From an optimization exercise on the open Yosys and OpenROAD flow, aimed at small area, a short achievable clock period and few clock cycles per item; shortcuts taken in it are not production practice. Function was checked by simulation only, so behaviour that the tests miss may differ from the original. No activity file was given, so power comes from the tool's default toggle rates.

// sort_32_u8
module sort_32_u8(
    input clk,
    input rst_n,
    input vld_in,
    input [7:0] din_0,
    input [7:0] din_1,
    input [7:0] din_2,
    input [7:0] din_3,
    input [7:0] din_4,
    input [7:0] din_5,
    input [7:0] din_6,
    input [7:0] din_7,
    input [7:0] din_8,
    input [7:0] din_9,
    input [7:0] din_10,
    input [7:0] din_11,
    input [7:0] din_12,
    input [7:0] din_13,
    input [7:0] din_14,
    input [7:0] din_15,
    input [7:0] din_16,
    input [7:0] din_17,
    input [7:0] din_18,
    input [7:0] din_19,
    input [7:0] din_20,
    input [7:0] din_21,
    input [7:0] din_22,
    input [7:0] din_23,
    input [7:0] din_24,
    input [7:0] din_25,
    input [7:0] din_26,
    input [7:0] din_27,
    input [7:0] din_28,
    input [7:0] din_29,
    input [7:0] din_30,
    input [7:0] din_31,
    output vld_out,
    output [7:0] dout_0,
    output [7:0] dout_1,
    output [7:0] dout_2,
    output [7:0] dout_3,
    output [7:0] dout_4,
    output [7:0] dout_5,
    output [7:0] dout_6,
    output [7:0] dout_7,
    output [7:0] dout_8,
    output [7:0] dout_9,
    output [7:0] dout_10,
    output [7:0] dout_11,
    output [7:0] dout_12,
    output [7:0] dout_13,
    output [7:0] dout_14,
    output [7:0] dout_15,
  ...
export LEC_CHECK = 0
export CAP_MARGIN = 20
export CORE_MARGIN = 2
export CORE_UTILIZATION = 30
export CTS_CLUSTER_DIAMETER = 100
export CTS_CLUSTER_SIZE = 20
export GPL_ROUTABILITY_DRIVEN = 0
export PLACE_DENSITY = 0.45
export SETUP_SLACK_MARGIN = 3.2
export SLEW_MARGIN = 20
export SYNTH_HIERARCHICAL = 1
export SYNTH_MINIMUM_KEEP_SIZE = 0
create_clock -name core_clock -period 5.5 [get_ports {clk}]
standard.sh (not shown) runs the stock make flow with config.mk's settings and CLKGATE_MAP_FILE= SYNTH_SCRIPT=/design/flow/synth_recipe.tcl, a recipe that flattens the netlist after the stock synthesis.
==> flow/flow/run.sh <==
#!/bin/bash
# Own layout flow: the standard ORFS flow (standard.sh) with two changes:
#  - ABC maps each module for a light output load (ABC_LOAD_IN_FF), so the
#    small cell modules of the design keep their smallest drive strength;
#    timing repair later upsizes what the clock period needs.
#  - the port buffers are sky130_fd_sc_hd__buf_1 instead of the cell that
#    buffer_ports picks by default. Every input and output port still gets
#    its own buffer.
# make's full output goes to standard_flow.log; ORFS keeps each step's log
# under orfs/logs/.
set -euo pipefail
cd "$(dirname "$0")/.."
bash standard.sh ABC_LOAD_IN_FF=0.5 'BUFFER_PORTS_ARGS=-buffer_cell sky130_fd_sc_hd__buf_1' finish > standard_flow.log 2>&1 || { tail -50 standard_flow.log; exit 1; }
tail -5 standard_flow.log
Testbench counts at the start, summed over its fixed seeds: cycles 21,120, items 960.
Then changed:
--- a/flow/config.mk
+++ b/flow/config.mk
@@ -12,5 +12,4 @@
 export CTS_CLUSTER_SIZE = 20
-export GPL_ROUTABILITY_DRIVEN = 0
 export PLACE_DENSITY = 0.45
-export SETUP_SLACK_MARGIN = 3.2
+export SETUP_SLACK_MARGIN = 3.15
 export SLEW_MARGIN = 20
Wire length climbs by about 5%.
Critical path depth is unchanged.
Die area does not change.
Clock power is about the same.
Area after synthesis does not change.
Power is lower by 2.0%.
Setup slack gets worse by 0.051 ns.
Fmax falls by 2.2%.
Then changed:
--- a/flow/config.mk
+++ b/flow/config.mk
@@ -13,3 +13,3 @@
 export PLACE_DENSITY = 0.45
-export SETUP_SLACK_MARGIN = 3.15
+export SETUP_SLACK_MARGIN = 3.25
 export SLEW_MARGIN = 20
After rerunning:
- utilization increases by 2.0 points
- worst setup slack improves by 0.036 ns
- count of clock-buffer cells in the layout decreases by 1
- power increases by 5.8%
- global-route usage decreases by 1.2 points
- clock skew increases by 0.0093 ns
- die area stays the same
Then changed:
--- a/flow/config.mk
+++ b/flow/config.mk
@@ -12,4 +12,4 @@
 export CTS_CLUSTER_SIZE = 20
-export PLACE_DENSITY = 0.45
-export SETUP_SLACK_MARGIN = 3.25
+export PLACE_DENSITY = 0.6
+export SETUP_SLACK_MARGIN = 3.2
 export SLEW_MARGIN = 20
Outcome: Via count is higher by about 2.8%. Global-route usage is lower by 0.82 points. Cell area is lower by 2.3%. Register-to-register slack improves by 0.05 ns. Count of clock-buffer cells in the layout is higher by 1.

---

Setup of the previous run:
sort_32_u8 again, from the RTL that the note above started with.
Settings: LEC_CHECK=0, CAP_MARGIN=20, CORE_MARGIN=2, CORE_UTILIZATION=30, CTS_CLUSTER_DIAMETER=100, CTS_CLUSTER_SIZE=20, PLACE_DENSITY=0.45, SETUP_SLACK_MARGIN=3.2, SLEW_MARGIN=20, SYNTH_HIERARCHICAL=1, SYNTH_MINIMUM_KEEP_SIZE=0; clock period 5.5 ns.
Scripts as last shown in full above: flow/flow/run.sh
The previous run did not stop at any stage, and its layout met the timing, DRC and antenna checks.
Testbench counts of the previous run, summed over its fixed seeds: cycles 21,120, items 960.
[inputs] the current run vs the previous run
Settings: swapping 30 for 35 in CORE_UTILIZATION; swapping 0.45 for 0.5 in PLACE_DENSITY; clearing CTS_CLUSTER_DIAMETER, which used to be 100; clearing CTS_CLUSTER_SIZE, which used to be 20.
[summary]
The current run went all the way through the flow, and no timing, DRC or antenna check failed.
After detailed routing, the previous run needs more wire than the current run.
Between the previous run and the current run, the flow reports total instance count after detailed placement decreasing by a few percent.
The run showing the smaller fraction of the core area covered by cells at the end of the flow is the previous run.
Compared with the previous run, the current run shows maximum number of pins on one net before global-route repair that has gone up by a little under 10%.

[port drivers added, routing unchanged]
No port has a modelled driver above. Below, the same layouts with a new extraction and two added sets of constraints.
Step 1: set_driving_cell puts a clkbuf_16 on clk and a buf_2 on each other input, an assumption about the parent block.
Step 2 moves the port delays by t, midway between the first and last clock arrival at a register: inputs arrive t later, outputs are due t later. That takes back most of the time a late clock gives input paths.
Three values: ideal, step 1, step 2; two values: the first two.
run	shift t [ns]	slack for setup (ns)	clock arrival spread, ns	slew at the worst register clock pin (ns)	worst slew at a driven data input, ns
the first run of note 1	0.557	3.233 / 3.180 / 2.729	0.013 / 0.013	0.09 / 0.09	0.12
the second run of note 1	0.572	3.182 / 3.127 / 2.648	0.014 / 0.014	0.10 / 0.10	0.10
the third run of note 1	0.569	3.218 / 3.214 / 2.690	0.021 / 0.021	0.09 / 0.09	0.10
the fourth run of note 1	0.562	3.215 / 3.164 / 2.655	0.034 / 0.035	0.09 / 0.09	0.08
the previous run	0.557	3.233 / 3.180 / 2.729	0.013 / 0.013	0.09 / 0.09	0.12
the current run	0.609	3.229 / 3.175 / 2.692	0.011 / 0.011	0.06 / 0.06	0.10
After both steps setup and hold are still met in every run listed. For the fourth run of note 1, which loses most, drivers alone change the setup slack by -0.051 ns; drivers and shift together by -0.560 ns.
